What follows belongs to an exercise in optimizing a design on an open flow for small area and a short achievable clock period; a production flow would make more cautious choices.
Only simulation tests tie the RTL to the original design; equivalence was not proved.
Power is estimated from default activity; no workload was simulated. No driver is modelled on the clock port, so clocking that relies on it looks cheaper here than on a real chip.

==> flow/design.v (outline; a module is shown in full before it is edited, if it fits) <==
// module fulladder: 9 lines
// module nbitfulladder: 18 lines
// module twoscomplement: 3 lines
// module mux2_1: 3 lines
// module nbitshifter: 3 lines
// module pipelinediv: 1372 lines
module pipelinediv (clock, dividend, divisor, quotient, remainder);
  // ...
==> flow/flow/run.sh <==
#!/bin/bash
set -euo pipefail
bash standard.sh "BUFFER_PORTS_ARGS=-buffer_cell sky130_fd_sc_hd__buf_2" "CTS_ARGS=-sink_clustering_enable -repair_clock_nets -dont_use_dummy_load -buf_list sky130_fd_sc_hd__clkbuf_16 -sink_clustering_size 25 -sink_clustering_max_diameter 60" finish > make_finish.log 2>&1
==> flow/standard.sh <==
#!/bin/bash
# synth_recipe.tcl (not shown) runs the flow's synth.tcl, then flattens the netlist and writes it again
# the make line also repeats each setting of config.mk as NAME=value (left out here)
make -C /OpenROAD-flow-scripts/flow DESIGN_CONFIG=/design/flow/config.mk WORK_HOME=/design/flow/orfs CLKGATE_MAP_FILE= SYNTH_SCRIPT=/design/flow/synth_recipe.tcl "${@:-finish}"
==> flow/config.mk <==
export PLATFORM = sky130hd
export DESIGN_NAME = pipelinediv
export DESIGN_NICKNAME = pipelinediv
export VERILOG_FILES = /design/flow/design.v
export SDC_FILE = /design/flow/constraint.sdc
export NUM_CORES = 4
export LEC_CHECK = 0
export CAP_MARGIN = 20
export CORE_MARGIN = 2
export CORE_UTILIZATION = 75
export PLACE_DENSITY = 0.85
export SLEW_MARGIN = 20
==> flow/constraint.sdc <==
create_clock -name core_clock -period 18.0 [get_ports {clock}]
set_input_delay 3.6000 -clock core_clock [delete_from_list [all_inputs] [get_ports {clock}]]
set_output_delay 3.6000 -clock core_clock [all_outputs]
set_load 0.01 [all_outputs]
==> results.tsv, run 1 <==
metric	value	unit
status	timing/DRC/antenna clean	
nonClkBufAreaFrac	0.008595	
slew_violations	0	
cp.required	14400	ps
track_usage	0.2111	
place.gp.congestion	0.7968	
synth_top_area_share	0.6960	
ys_ff_latch	1960	
fillers	3907	
drive_above_1_share	0.1345	
synthArstFlopShare	0	
cts_tree	yes	
powerDensity	173.0	nW/um^2
synthAdderAreaFrac	0.1089	
synth_compound_area_frac	0.05515	
avgSynthCellArea	14.78	sq um
critPathMaxStageDelay	340	ps
fin_crit_sh	0.2631	
r2r_slack	13500	ps
first_pass_iters	4	
end_kind	output pin	
comb.multi_input.count	1665	
synth_seq_area_share	0.6960	
slew_headroom	0.3074	
total_power	10.43	mW
slowest_stage	dfxtp_1	
leakage	25.79	nW
fin_ws	13260	ps
grt_util_met1	0.2118	
met2_usage	0.4348	
cp.arrival	1140	ps
setup_viol	0	
clkSinkCount	1960	
p_seq	5.36	mW
critPathTopFamily	flip-flops	
avgRoutedWirePerCell	16.31	um
power_leader	sequential cells	
synth_area	56370	sq um
pg_clk	2.16	mW
post-route-util	0.8095	
antenna_found_initial	0	
wl	80720	um
synth_top_family_by_area	adder cells	
final_area	60270	sq um
==> run 2, diff against run 1 <==
==> flow/flow/run.sh (replaced) <==
#!/bin/bash
set -euo pipefail
bash standard.sh "BUFFER_PORTS_ARGS=-buffer_cell sky130_fd_sc_hd__buf_2" "CTS_ARGS=-sink_clustering_enable -repair_clock_nets -dont_use_dummy_load -buf_list sky130_fd_sc_hd__clkbuf_16 -sink_clustering_size 30 -sink_clustering_max_diameter 80" "SETUP_SLACK_MARGIN=13.5" finish > make_finish.log 2>&1
--- a/flow/config.mk
+++ b/flow/config.mk
@@ -7,6 +7,6 @@
 export LEC_CHECK = 0
 export CAP_MARGIN = 20
 export CORE_MARGIN = 2
-export CORE_UTILIZATION = 75
-export PLACE_DENSITY = 0.85
+export CORE_UTILIZATION = 70
+export PLACE_DENSITY = 0.8
 export SLEW_MARGIN = 20
==> results.tsv, run 2 <==
metric	value	unit	change
wl_met3	1999	um	was 1913 um
pwr-share-clk	0.191		was 0.207
synth_area	56370	sq um	unchanged
cts_tree	yes		unchanged
drive_above_1_share	0.1372		was 0.1345
cts_buffers	76		was 95
place.port_buffers	96		unchanged
vias	25780		was 26350
cap_violations	0		unchanged
avgSynthCellArea	14.78	sq um	unchanged
fmax	0.2124	GHz	was 0.2112 GHz
synth_xor_area_frac	0.02797		unchanged
cp_max_fo	1		unchanged
critPathLaunchType	flop		unchanged
worstHoldPathType	flop to flop		unchanged
syn_inst	3813		unchanged
slew_headroom	0.3218		was 0.3074
synth_compound_area_frac	0.05515		unchanged
total_power	10.12	mW	was 10.43 mW
slew_violations	0		unchanged
finalNonFillerCells	5026		was 4948
cp.required	14400	ps	about the same
crit_type	flop to output pin		unchanged
via_per_inst	5.129		was 5.326
gr-total-overflow	0		unchanged
synth-edff-count	0		unchanged
clkSinkCount	1960		unchanged
clockBufferDepth	3		unchanged
wl	70970	um	was 80720 um
clock_skew	81.73	ps	was 60.65 ps
rows	104		was 100
areaGrowthSynthToFinish	6.683	%	was 6.903%
muxShareOfSynthArea	0.06519		unchanged
track_usage	0.1736		was 0.2111
route.detailed.drc	0		unchanged
synthSimpleGateAreaFrac	0.03196		unchanged
die_w	287.8	um	was 278.2 um
dpl_cell_area	57980	sq um	was 57860 sq um
synth_top_family_by_area	adder cells		unchanged
cp.arrival	1110	ps	was 1140 ps
dp.cells	4943		was 4852
grt_setup_unrepaired	true		was false
final_cell_mix	1939 x dfxtp_1, 267 x mux2_2, 246 x ha_1, 158 x inv_1, 153 x fa_1		was 1960 x dfxtp_1, 267 x mux2_2, 246 x ha_1, 158 x inv_1, 153 x fa_1
htree_levels	3		unchanged
first_pass_iters	4		unchanged
p_seq_frac	0.528		was 0.514
synth_cell_types	67		unchanged
switchingPower	2.803	mW	was 2.940 mW
slowest_stage	dfxtp_2		was dfxtp_1
top_layer_used	met4		unchanged
first_iter_violations	839		was 1038
yosys-top-cells-count	1960 x dfxtp_1, 267 x mux2_2, 246 x ha_1		unchanged
met2WireLength	39300	um	was 46640 um
finalSetupTns	0	ps	unchanged
yosys-top-cells-area	dfxtp_1 70%, ha_1 5.5%, fa_1 5.4%		unchanged
antenna_found_initial	0		unchanged
synthArstFlopShare	0		unchanged
crit_buf_inv	1		unchanged
grt_pass1_wl	119800	um	was 133500 um
fin_hold_ws	293.6	ps	was 307.9 ps
avgRoutedWirePerCell	14.12	um	was 16.31 um
dieArea	82820	sq um	was 77380 sq um
layout.nets	4416		was 4429
leakage	25.63	nW	was 25.79 nW
final_common_cell	dfxtp_1		unchanged
clk_latency	660	ps	was 680 ps
met1Wirelength	28300	um	was 29770 um
ant_nets	0		unchanged
ys.warnings.count	1		unchanged
place_worst_setup_slack	13550	ps	was 13560 ps
cts_root_buf	clkbuf_16		unchanged
ys_ff_latch	1960		unchanged
pwr-share-comb	0.281		was 0.279
synth_top_area_share	0.6960		unchanged
syn_nets	4261		unchanged
peakVddDrop	117.3	uV	was 112.6 uV
end_kind	output pin		unchanged
dp_hpwl	48720	um	was 52720 um
yosysMostFrequentCell	dfxtp_1		unchanged
crit_chain	buf_6		was buf_2
final_area	60140	sq um	was 60270 sq um
clk_pin_slew	110	ps	was 90 ps
synthAdderAreaFrac	0.1089		unchanged
place.gp.congestion	0.7818		was 0.7968
netlist.top_cell.by_area	dfxtp_1		unchanged
p_sw_frac	0.2768		was 0.2820
fin_crit_sh	0.2616		was 0.2631
ios	97		unchanged
critPathTopFamily	flip-flops		unchanged
post-route-util	0.7503		was 0.8095
hold_viol	0		unchanged
core_area	80160	sq um	was 74450 sq um
start_util	0.7033		was 0.7572
status	timing/DRC/antenna clean		unchanged
fin_ws	13290	ps	was 13260 ps
period_minus_slack	4709	ps	was 4735 ps
antenna_cells	0		unchanged
synth_flop_cell	dfxtp_1		unchanged
grt_pass1_vias	26660		was 28930
p_int	7.322	mW	was 7.488 mW
setup_viol	0		unchanged
powerDensity	168.3	nW/um^2	was 173.0 nW/um^2
worstMarginPinSlew	1012	ps	was 1029 ps
hold_buffers	0		unchanged
grt_max_degree	33		unchanged
critPathMaxStageDelay	340	ps	about the same
die_h	287.8	um	was 278.2 um
synth_seq_area_share	0.6960		unchanged
run 2: area by class of cell:
class / count / area, sq um
clock buffer: 76 / 1902
multi-input combinational: 1665 / 16350
inverter: 158 / 593.1
sequential: 1960 / 39260
fill: 4932 / 20020
tap: 1060 / 1326
timing repair buffer: 107 / 706.9
run 2: final timing paths:
path | from | to | slack, ps | cells after the start
max | x32[22]$_DFF_P_ | quotient[22] | 13290 | 1
min | x23[1]$_DFF_P_ | x24[2]$_DFF_P_ | 290 | 0
max reg2reg | x17[31]$_DFF_P_ | r18[8]$_DFF_P_ | 13730 | 14
min reg2reg | x23[1]$_DFF_P_ | x24[2]$_DFF_P_ | 290 | 0
run 2: cells by family (layout without fill, tap and decap cells):
group,count (synthesis),after routing
simple gates,353,353
flops,1960,1960
mux,325,325
compound gates,408,408
fa+ha+maj,399,399
xor+xnor,180,180
buf+inv,188,341
run 2: repair_timing:
item                       CTS  global route
gates resized for setup     10            36
buffers inserted             0             7
setup endpoints to repair   48            84
pin swaps                    0             2
run 2: power groups by stage:
stage	Combinational [mW]	Sequential, mW	Clock (mW)
6_report	2.85	5.34	1.94
3_5_place_dp	2.82	5.44	0
3_3_place_gp	2.71	5.42	0
4_1_cts	2.86	5.35	2.00
2_1_floorplan	2.38	5.37	0
5_1_grt	3.18	5.42	2.15
run 2: per-layer routing:
layer  track usage  up-vias
met4       0.05039        0
met1        0.1902    12440
met3       0.02631       93
met5             0        -
met2        0.3419      202
li1              -    13040
==> run 3, diff against run 2 <==
==> flow/flow/run.sh (replaced) <==
#!/bin/bash
set -euo pipefail
bash standard.sh "BUFFER_PORTS_ARGS=-buffer_cell sky130_fd_sc_hd__buf_2" "CTS_ARGS=-sink_clustering_enable -repair_clock_nets -dont_use_dummy_load -buf_list sky130_fd_sc_hd__clkbuf_16 -sink_clustering_size 30 -sink_clustering_max_diameter 80 -balance_levels" finish > make_finish.log 2>&1
==> results.tsv, run 3 <==
metric	value	unit	change
leakage	25.55	nW	was 25.63 nW
synth-edff-count	0		unchanged
fillers	4986		was 4932
finalSetupTns	0	ps	unchanged
dp_hpwl	48720	um	unchanged
clk_latency	660	ps	about the same
place.port_buffers	96		unchanged
hold_viol	0		unchanged
cts_tree	yes		unchanged
synth_top_area_share	0.6960		unchanged
synth_xor_area_frac	0.02797		unchanged
switchingPower	2.792	mW	was 2.803 mW
first_iter_violations	785		was 839
cap_violations	0		unchanged
crit_buf_inv	1		unchanged
pwr-share-comb	0.279		was 0.281
gr-total-overflow	0		unchanged
dpl_cell_area	57980	sq um	unchanged
powerDensity	168.4	nW/um^2	was 168.3 nW/um^2
grt_setup_unrepaired	false		was true
yosys-top-cells-area	dfxtp_1 70%, ha_1 5.5%, fa_1 5.4%		unchanged
synth_area	56370	sq um	unchanged
holdPathStages	0		unchanged
grt_pass1_vias	26620		was 26660
ant_nets	0		unchanged
antenna_found_initial	0		unchanged
dieArea	82820	sq um	unchanged
seq_area	39240	sq um	was 39260 sq um
ys.warnings.count	1		unchanged
grt_pass1_wl	119600	um	was 119800 um
p_sw_frac	0.2768		about the same
cts_buffers	76		unchanged
crit_chain	buf_2		was buf_6
synthArstFlopShare	0		unchanged
worstHoldPathType	flop to flop		unchanged
route.detailed.drc	0		unchanged
drive_above_1_share	0.1301		was 0.1372
grt_max_degree	33		unchanged
synth_cell_types	67		unchanged
critPathMaxStageDelay	340	ps	about the same
final_cell_mix	1960 x dfxtp_1, 267 x mux2_2, 246 x ha_1, 158 x inv_1, 153 x fa_1		was 1939 x dfxtp_1, 267 x mux2_2, 246 x ha_1, 158 x inv_1, 153 x fa_1
ios	97		unchanged
cp.required	14400	ps	about the same
path_depth	1		unchanged
avgRoutedWirePerCell	14.07	um	was 14.12 um
slew_violations	0		unchanged
end_kind	output pin		unchanged
avgSynthCellArea	14.78	sq um	unchanged
core_area	80160	sq um	unchanged
vias	25740		was 25780
die_h	287.8	um	unchanged
first_pass_iters	5		was 4
synth_seq_area_share	0.6960		unchanged
final_area	59900	sq um	was 60140 sq um
final_common_cell	dfxtp_1		unchanged
synth_top_family_by_area	adder cells		unchanged
peakVddDrop	117.4	uV	was 117.3 uV
critPathLaunchType	flop		unchanged
clockBufferDepth	3		unchanged
cp.arrival	1130	ps	was 1110 ps
setup_viol	0		unchanged
die_w	287.8	um	unchanged
synthAdderAreaFrac	0.1089		unchanged
place.gp.congestion	0.7818		unchanged
critPathTopFamily	flip-flops		unchanged
pwr-share-clk	0.192		was 0.191
total_power	10.09	mW	was 10.12 mW
cts_resized	0		was 10
muxShareOfSynthArea	0.06519		unchanged
netlist.top_cell.by_area	dfxtp_1		unchanged
cts_root_buf	clkbuf_16		unchanged
p_int	7.294	mW	was 7.322 mW
ys_ff_latch	1960		unchanged
hold_buffers	0		unchanged
ff2ff_path_depth	13		was 14
areaGrowthSynthToFinish	6.248	%	was 6.683%
period_minus_slack	4726	ps	was 4709 ps
antenna_cells	0		unchanged
synth_compound_area_frac	0.05515		unchanged
track_usage	0.1732		was 0.1736
fin_crit_sh	0.2626		was 0.2616
cts_setup_buffers	0		unchanged
clk_pin_slew	100	ps	was 110 ps
slowest_stage	dfxtp_1		was dfxtp_2
htree_levels	3		unchanged
yosysMostFrequentCell	dfxtp_1		unchanged
wl	70630	um	was 70970 um
synth_flop_cell	dfxtp_1		unchanged
multi_input_area	16330	sq um	was 16350 sq um
worstMarginPinSlew	1010	ps	was 1012 ps
syn_nets	4261		unchanged
synthSimpleGateAreaFrac	0.03196		unchanged
clkSinkCount	1960		unchanged
status	timing/DRC/antenna clean		unchanged
slew_headroom	0.3230		was 0.3218
p_seq_frac	0.529		was 0.528
syn_inst	3813		unchanged
clock_skew	77.38	ps	was 81.73 ps
yosys-top-cells-count	1960 x dfxtp_1, 267 x mux2_2, 246 x ha_1		unchanged
fmax	0.2116	GHz	was 0.2124 GHz
crit_type	flop to output pin		unchanged
rows	104		unchanged
via_per_inst	5.128		was 5.129
start_util	0.7033		unchanged
cp_max_fo	1		unchanged
layout.nets	4409		was 4416
run 3: area by class of cell:
| class | instances | area share |
|---|---|---|
| sequential | 1960 | 0.6551 |
| multi-input combinational | 1665 | 0.2726 |
| clock buffer | 76 | 0.03175 |
| tap | 1060 | 0.02214 |
| inverter | 158 | 0.009902 |
| timing repair buffer | 100 | 0.008523 |
run 3: power groups by stage:
stage | logic (mW) | registers [mW] | clock network (mW)
after floorplan | 2.38 | 5.37 | 0
after global placement | 2.71 | 5.42 | 0
after detailed placement | 2.82 | 5.44 | 0
after CTS | 2.85 | 5.35 | 2.00
after global routing | 3.15 | 5.41 | 2.15
final | 2.82 | 5.33 | 1.93
run 3: routing by layer:
layer / global-route usage / vias to the layer above / share of wire
met5: 0 / - / 0
met4: 0.05039 / 0 / 0.020
met1: 0.1897 / 12410 / 0.40
met3: 0.02631 / 97 / 0.028
li1: - / 13030 / -
met2: 0.3412 / 199 / 0.55
run 3: kinds of logic (layout without fill, tap and decap cells):
logic type,count (synthesis),in the layout
AO/OA/AOI/OAI,408,408
XOR/XNOR,180,180
adder cells (fa/ha/maj),399,399
buffers and inverters,188,334
flip-flops,1960,1960
multiplexers,325,325
AND/OR/NAND/NOR,353,353
run 3: through the flow:
step | util | setup WS, ps | hold slack (ps) | instances
after floorplan | - | 14070 | 309.6 | 3813
after global placement | 0.7232 | 13650 | 309.6 | 4942
after detailed placement | 0.7233 | 13550 | 312.1 | 4943
after CTS | 0.7470 | 13220 | 282.6 | 5019
after global routing | 0.7472 | 13200 | 293.6 | 5019
final | 0.7472 | 13270 | 292.4 | 5019
run 3: worst paths after layout:
kind              startpoint  slack [ps]             end
max          x32[11]$_DFF_P_       13270    quotient[11]
min           x23[1]$_DFF_P_         290  x24[2]$_DFF_P_
max reg2reg  x15[31]$_DFF_P_       13590  r16[4]$_DFF_P_
min reg2reg   x23[1]$_DFF_P_         290  x24[2]$_DFF_P_
==> run 4, diff against run 3 <==
==> flow/flow/run.sh (replaced) <==
#!/bin/bash
set -euo pipefail
bash standard.sh "BUFFER_PORTS_ARGS=-buffer_cell sky130_fd_sc_hd__buf_2" "CTS_ARGS=-sink_clustering_enable -repair_clock_nets -dont_use_dummy_load -buf_list sky130_fd_sc_hd__clkbuf_16 -sink_clustering_size 36 -sink_clustering_max_diameter 100" finish > make_finish.log 2>&1
==> results.tsv, run 4 <==
metric	value	unit	change
fin_ws	13260	ps	was 13270 ps
status	timing/DRC/antenna clean		unchanged
dp.cells	4943		unchanged
core_area	80160	sq um	unchanged
grt_pass1_wl	117400	um	was 119600 um
avgSynthCellArea	14.78	sq um	unchanged
die_h	287.8	um	unchanged
clk_pin_slew	120	ps	was 100 ps
ios	97		unchanged
cap_violations	0		unchanged
total_power	9.878	mW	was 10.09 mW
cp.arrival	1140	ps	was 1130 ps
cts_resized	0		unchanged
netlist.top_cell.by_area	dfxtp_1		unchanged
final_cell_mix	1960 x dfxtp_1, 267 x mux2_2, 246 x ha_1, 158 x inv_1, 153 x fa_1		unchanged
cts_setup_buffers	0		unchanged
wl	69400	um	was 70630 um
track_usage	0.1687		was 0.1732
synth-edff-count	0		unchanged
clock_skew	53.63	ps	was 77.38 ps
cp.required	14400	ps	about the same
synth_flop_cell	dfxtp_1		unchanged
synth_top_area_share	0.6960		unchanged
cts_buffers	60		was 76
critPathMaxStageDelay	350	ps	was 340 ps
worstHoldPathType	flop to flop		unchanged
areaGrowthSynthToFinish	5.538	%	was 6.248%
ys_ff_latch	1960		unchanged
antenna_found_initial	0		unchanged
vias	25580		was 25740
first_iter_violations	751		was 785
critPathTopFamily	flip-flops		unchanged
powerDensity	166.0	nW/um^2	was 168.4 nW/um^2
drive_above_1_share	0.1266		was 0.1301
first_pass_iters	4		was 5
end_kind	output pin		unchanged
dieArea	82820	sq um	unchanged
crit_type	flop to output pin		unchanged
crit_buf_inv	1		unchanged
critPathLaunchType	flop		unchanged
synthArstFlopShare	0		unchanged
peakVddDrop	104.6	uV	was 117.4 uV
cp_max_fo	1		unchanged
slew_violations	0		unchanged
htree_levels	2		was 3
synth_area	56370	sq um	unchanged
finalSetupTns	0	ps	unchanged
syn_inst	3813		unchanged
avgRoutedWirePerCell	13.87	um	was 14.07 um
grt_setup_unrepaired	false		unchanged
clk_latency	680	ps	was 660 ps
fmax	0.2108	GHz	was 0.2116 GHz
leakage	25.36	nW	was 25.55 nW
setup_viol	0		unchanged
fin_crit_sh	0.2636		was 0.2626
ys.warnings.count	1		unchanged
dp_hpwl	48720	um	unchanged
period_minus_slack	4745	ps	was 4726 ps
start_util	0.7033		unchanged
cts_tree	yes		unchanged
place_worst_setup_slack	13550	ps	unchanged
yosys-top-cells-count	1960 x dfxtp_1, 267 x mux2_2, 246 x ha_1		unchanged
worstMarginPinSlew	1014	ps	was 1010 ps
ant_nets	0		unchanged
rows	104		unchanged
place.gp.congestion	0.7818		unchanged
cts_root_buf	clkbuf_16		unchanged
synth_seq_area_share	0.6960		unchanged
synth_cell_types	67		unchanged
crit_chain	buf_2		unchanged
yosys-top-cells-area	dfxtp_1 70%, ha_1 5.5%, fa_1 5.4%		unchanged
layout.nets	4393		was 4409
clkSinkCount	1960		unchanged
finalNonFillerCells	5003		was 5019
gr-total-overflow	0		unchanged
slowest_stage	dfxtp_1		unchanged
syn_nets	4261		unchanged
via_per_inst	5.112		was 5.128
yosysMostFrequentCell	dfxtp_1		unchanged
clockBufferDepth	3		unchanged
die_w	287.8	um	unchanged
slew_headroom	0.3222		was 0.3230
place.port_buffers	96		unchanged
grt_pass1_vias	26350		was 26620
antenna_cells	0		unchanged
hold_buffers	0		unchanged
route.detailed.drc	0		unchanged
grt_max_degree	37		was 33
final_common_cell	dfxtp_1		unchanged
hold_viol	0		unchanged
[run 4: cell types whose count changed in the layout (fill, tap and decap cells not counted)]
cell       delta
clkbuf_16    -16
[run 4: routing by layer]
| metal | GRT usage | vias up | share of wire |
|---|---|---|---|
| li1 | - | 13000 | - |
| met1 | 0.1859 | 12270 | 0.40 |
| met2 | 0.3364 | 208 | 0.55 |
| met3 | 0.02322 | 101 | 0.026 |
| met4 | 0.04093 | 0 | 0.020 |
| met5 | 0 | - | 0 |
[run 4: layout make-up]
| class | count | area (sq um) |
|---|---|---|
| well taps | 1060 | 1326 |
| inverters | 158 | 593.1 |
| clock buffers | 60 | 1501 |
| fillers | 5061 | 20660 |
| multi-input cells | 1665 | 16330 |
| repair buffers | 100 | 510.5 |
| flip-flops and latches | 1960 | 39240 |
[run 4: cell families after synthesis]
kind of cell             after synthesis  synth area share
AO/OA/AOI/OAI                        408           0.05515
flip-flops                          1960            0.6960
adder cells (fa/ha/maj)              399            0.1089
multiplexers                         325           0.06519
AND/OR/NAND/NOR                      353           0.03196
XOR/XNOR                             180           0.02797
buffers and inverters                188           0.01478
[run 4: worst paths after layout]
check / startpoint / endpoint / slack, ps / cells after the start
setup / recovery: x32[21]$_DFF_P_ / quotient[21] / 13260 / 1
hold / removal: x0[23]$_DFF_P_ / x1[24]$_DFF_P_ / 300 / 0
setup reg to reg: x15[31]$_DFF_P_ / r16[4]$_DFF_P_ / 13610 / 13
hold reg to reg: x0[23]$_DFF_P_ / x1[24]$_DFF_P_ / 300 / 0
[run 4: stage by stage]
stage | hold WS, ps | instance area (sq um) | utilization
4_1_cts | 298.2 | 59480 | 0.7420
5_1_grt | 291.4 | 59500 | 0.7422
2_1_floorplan | 309.6 | 56370 | -
3_5_place_dp | 312.1 | 57980 | 0.7233
6_report | 297.5 | 59500 | 0.7422
3_3_place_gp | 309.6 | 57970 | 0.7232
[run 4: power breakdown]
group	internal, mW	switching, mW	total [mW]
Clock	0.605	1.12	1.73
Combinational	1.49	1.32	2.82
Sequential	5.04	0.295	5.33
==> run 5, diff against run 4 <==
==> flow/flow/run.sh (replaced) <==
#!/bin/bash
set -euo pipefail
bash standard.sh "BUFFER_PORTS_ARGS=-buffer_cell sky130_fd_sc_hd__buf_2" "CTS_ARGS=-sink_clustering_enable -repair_clock_nets -dont_use_dummy_load -buf_list sky130_fd_sc_hd__clkbuf_16 -sink_clustering_size 30 -sink_clustering_max_diameter 80" finish > make_finish.log 2>&1
==> results.tsv, run 5 <==
metric	value	unit	change
final_cell_mix	1960 x dfxtp_1, 267 x mux2_2, 246 x ha_1, 158 x inv_1, 153 x fa_1		unchanged
cp.arrival	1130	ps	was 1140 ps
ys_ff_latch	1960		unchanged
synth_compound_area_frac	0.05515		unchanged
via_per_inst	5.128		was 5.112
fmax	0.2116	GHz	was 0.2108 GHz
yosys-top-cells-count	1960 x dfxtp_1, 267 x mux2_2, 246 x ha_1		unchanged
grt_setup_unrepaired	false		unchanged
start_util	0.7033		unchanged
synth_top_family_by_area	adder cells		unchanged
cts_tree	yes		unchanged
slew_violations	0		unchanged
yosys-top-cells-area	dfxtp_1 70%, ha_1 5.5%, fa_1 5.4%		unchanged
critPathMaxStageDelay	340	ps	was 350 ps
cts_resized	0		unchanged
startpoint	x32[11]$_DFF_P_		was x32[21]$_DFF_P_
rows	104		unchanged
hold_buffers	0		unchanged
syn_nets	4261		unchanged
clockBufferDepth	3		unchanged
ios	97		unchanged
grt_pass1_wl	119600	um	was 117400 um
synth_area	56370	sq um	unchanged
seq_area	39240	sq um	unchanged
worstHoldPathType	flop to flop		unchanged
synthSimpleGateAreaFrac	0.03196		unchanged
cp.required	14400	ps	about the same
clkSinkCount	1960		unchanged
synth_xor_area_frac	0.02797		unchanged
multi_input_area	16330	sq um	unchanged
ys.warnings.count	1		unchanged
synth_cell_types	67		unchanged
crit_buf_inv	1		unchanged
clk_pin_slew	100	ps	was 120 ps
hold_viol	0		unchanged
gr-total-overflow	0		unchanged
status	timing/DRC/antenna clean		unchanged
syn_inst	3813		unchanged
antenna_found_initial	0		unchanged
avgSynthCellArea	14.78	sq um	unchanged
crit_type	flop to output pin		unchanged
slowest_stage	dfxtp_1		unchanged
slew_headroom	0.3230		was 0.3222
critPathTopFamily	flip-flops		unchanged
place.port_buffers	96		unchanged
dp_hpwl	48720	um	unchanged
end_kind	output pin		unchanged
period_minus_slack	4726	ps	was 4745 ps
place.gp.congestion	0.7818		unchanged
dieArea	82820	sq um	unchanged
critical_path.reg2reg.startpoint	x15[31]$_DFF_P_		unchanged
die_h	287.8	um	unchanged
cap_violations	0		unchanged
final_common_cell	dfxtp_1		unchanged
htree_levels	3		was 2
first_iter_violations	785		was 751
synth-edff-count	0		unchanged
powerDensity	168.4	nW/um^2	was 166.0 nW/um^2
setup_viol	0		unchanged
synth_seq_area_share	0.6960		unchanged
antenna_cells	0		unchanged
cts_buffers	76		was 60
worstMarginPinSlew	1010	ps	was 1014 ps
avgRoutedWirePerCell	14.07	um	was 13.87 um
total_power	10.09	mW	was 9.878 mW
die_w	287.8	um	unchanged
finalSetupTns	0	ps	unchanged
ant_nets	0		unchanged
critPathLaunchType	flop		unchanged
wl	70630	um	was 69400 um
vias	25740		was 25580
cp_max_fo	1		unchanged
grt_max_degree	33		was 37
leakage	25.55	nW	was 25.36 nW
clock_skew	77.38	ps	was 53.63 ps
peakVddDrop	117.4	uV	was 104.6 uV
synth_flop_cell	dfxtp_1		unchanged
hold_start	x23[1]$_DFF_P_		was x0[23]$_DFF_P_
track_usage	0.1732		was 0.1687
cts_root_buf	clkbuf_16		unchanged
route.detailed.drc	0		unchanged
crit_chain	buf_2		unchanged
yosysMostFrequentCell	dfxtp_1		unchanged
layout.nets	4409		was 4393
netlist.top_cell.by_area	dfxtp_1		unchanged
synthArstFlopShare	0		unchanged
fillers	4986		was 5061
synthAdderAreaFrac	0.1089		unchanged
muxShareOfSynthArea	0.06519		unchanged
core_area	80160	sq um	unchanged
first_pass_iters	5		was 4
areaGrowthSynthToFinish	6.248	%	was 5.538%
cts_setup_buffers	0		unchanged
synth_top_area_share	0.6960		unchanged
grt_pass1_vias	26620		was 26350
drive_above_1_share	0.1301		was 0.1266
clk_latency	660	ps	was 680 ps
place_worst_setup_slack	13550	ps	unchanged
fin_ws	13270	ps	was 13260 ps
fin_crit_sh	0.2626		was 0.2636
## run 5: cell counts after synthesis
No cell type changed its count.
## run 5: path summary, 6_finish.rpt
kind | endpoint | slack (ps) | depth (start not counted)
setup reg to reg | r16[4]$_DFF_P_ | 13590 | 13
hold reg to reg | x24[2]$_DFF_P_ | 290 | 0
setup / recovery | quotient[11] | 13270 | 1
hold / removal | x24[2]$_DFF_P_ | 290 | 0
## run 5: per-layer routing
layer	global-route usage	vias to the layer above	wire (um)	part of all wire
li1	-	13030	-	-
met1	0.1897	12410	28260	0.40
met2	0.3412	199	38980	0.55
met3	0.02631	97	1987	0.028
met4	0.05039	0	1409	0.020
met5	0	-	0	0
## run 5: stage by stage
step,cells,hold WS (ps),util,cell area (sq um)
2_1_floorplan,3813,309.6,-,56370
3_3_place_gp,4942,309.6,0.7232,57970
3_5_place_dp,4943,312.1,0.7233,57980
4_1_cts,5019,282.6,0.7470,59880
5_1_grt,5019,293.6,0.7472,59900
6_report,5019,292.4,0.7472,59900
## run 5: cell families after synthesis
| logic type | Yosys count |
|---|---|
| AO/OA/AOI/OAI | 408 |
| XOR/XNOR | 180 |
| adder cells (fa/ha/maj) | 399 |
| buffers and inverters | 188 |
| flip-flops | 1960 |
| multiplexers | 325 |
| AND/OR/NAND/NOR | 353 |
## run 5: layout make-up
type | count | area share
Clock buffer | 76 | 0.03175
Timing Repair Buffer | 100 | 0.008523
Multi-Input combinational cell | 1665 | 0.2726
Tap cell | 1060 | 0.02214
Sequential cell | 1960 | 0.6551
Inverter | 158 | 0.009902
## run 5: power by group
group	internal, mW	switching (mW)	total [mW]	leakage, nW
clock network	0.764	1.17	1.93	0.937
logic	1.49	1.33	2.82	8.22
registers	5.04	0.295	5.33	16.4
total	7.29	2.79	10.1	25.6

-- separate check: timing with driven ports --
The flow's constraints put no driver on any port. The routed layouts listed below were extracted and timed again, unchanged, in two steps.
Step 1, drivers: a clkbuf_16 drives clock and a buf_2 each remaining input, both assumed.
Step 2 also shifts input and output timing later by t, the mid clock arrival at the registers, as if the neighbouring blocks saw the same clock.
Slacks: ideal ports / drivers / drivers and shift; pairs: ideal ports / drivers.
| run | t, ns | setup slack, ns | worst hold slack (ns) | worst setup path after step 2 |
|---|---|---|---|---|
| run 1 | 0.710 | 13.265 / 13.200 / 13.500 | 0.308 / 0.308 / 0.308 | register to register |
| run 2 | 0.682 | 13.291 / 13.228 / 13.726 | 0.294 / 0.294 / 0.294 | register to register |
| run 3 | 0.680 | 13.274 / 13.211 / 13.594 | 0.292 / 0.292 / 0.292 | register to register |
| run 4 | 0.708 | 13.255 / 13.193 / 13.605 | 0.297 / 0.297 / 0.297 | register to register |
| run 5 | 0.680 | 13.274 / 13.211 / 13.594 | 0.292 / 0.292 / 0.292 | register to register |
After both steps setup and hold are still met in every run listed.
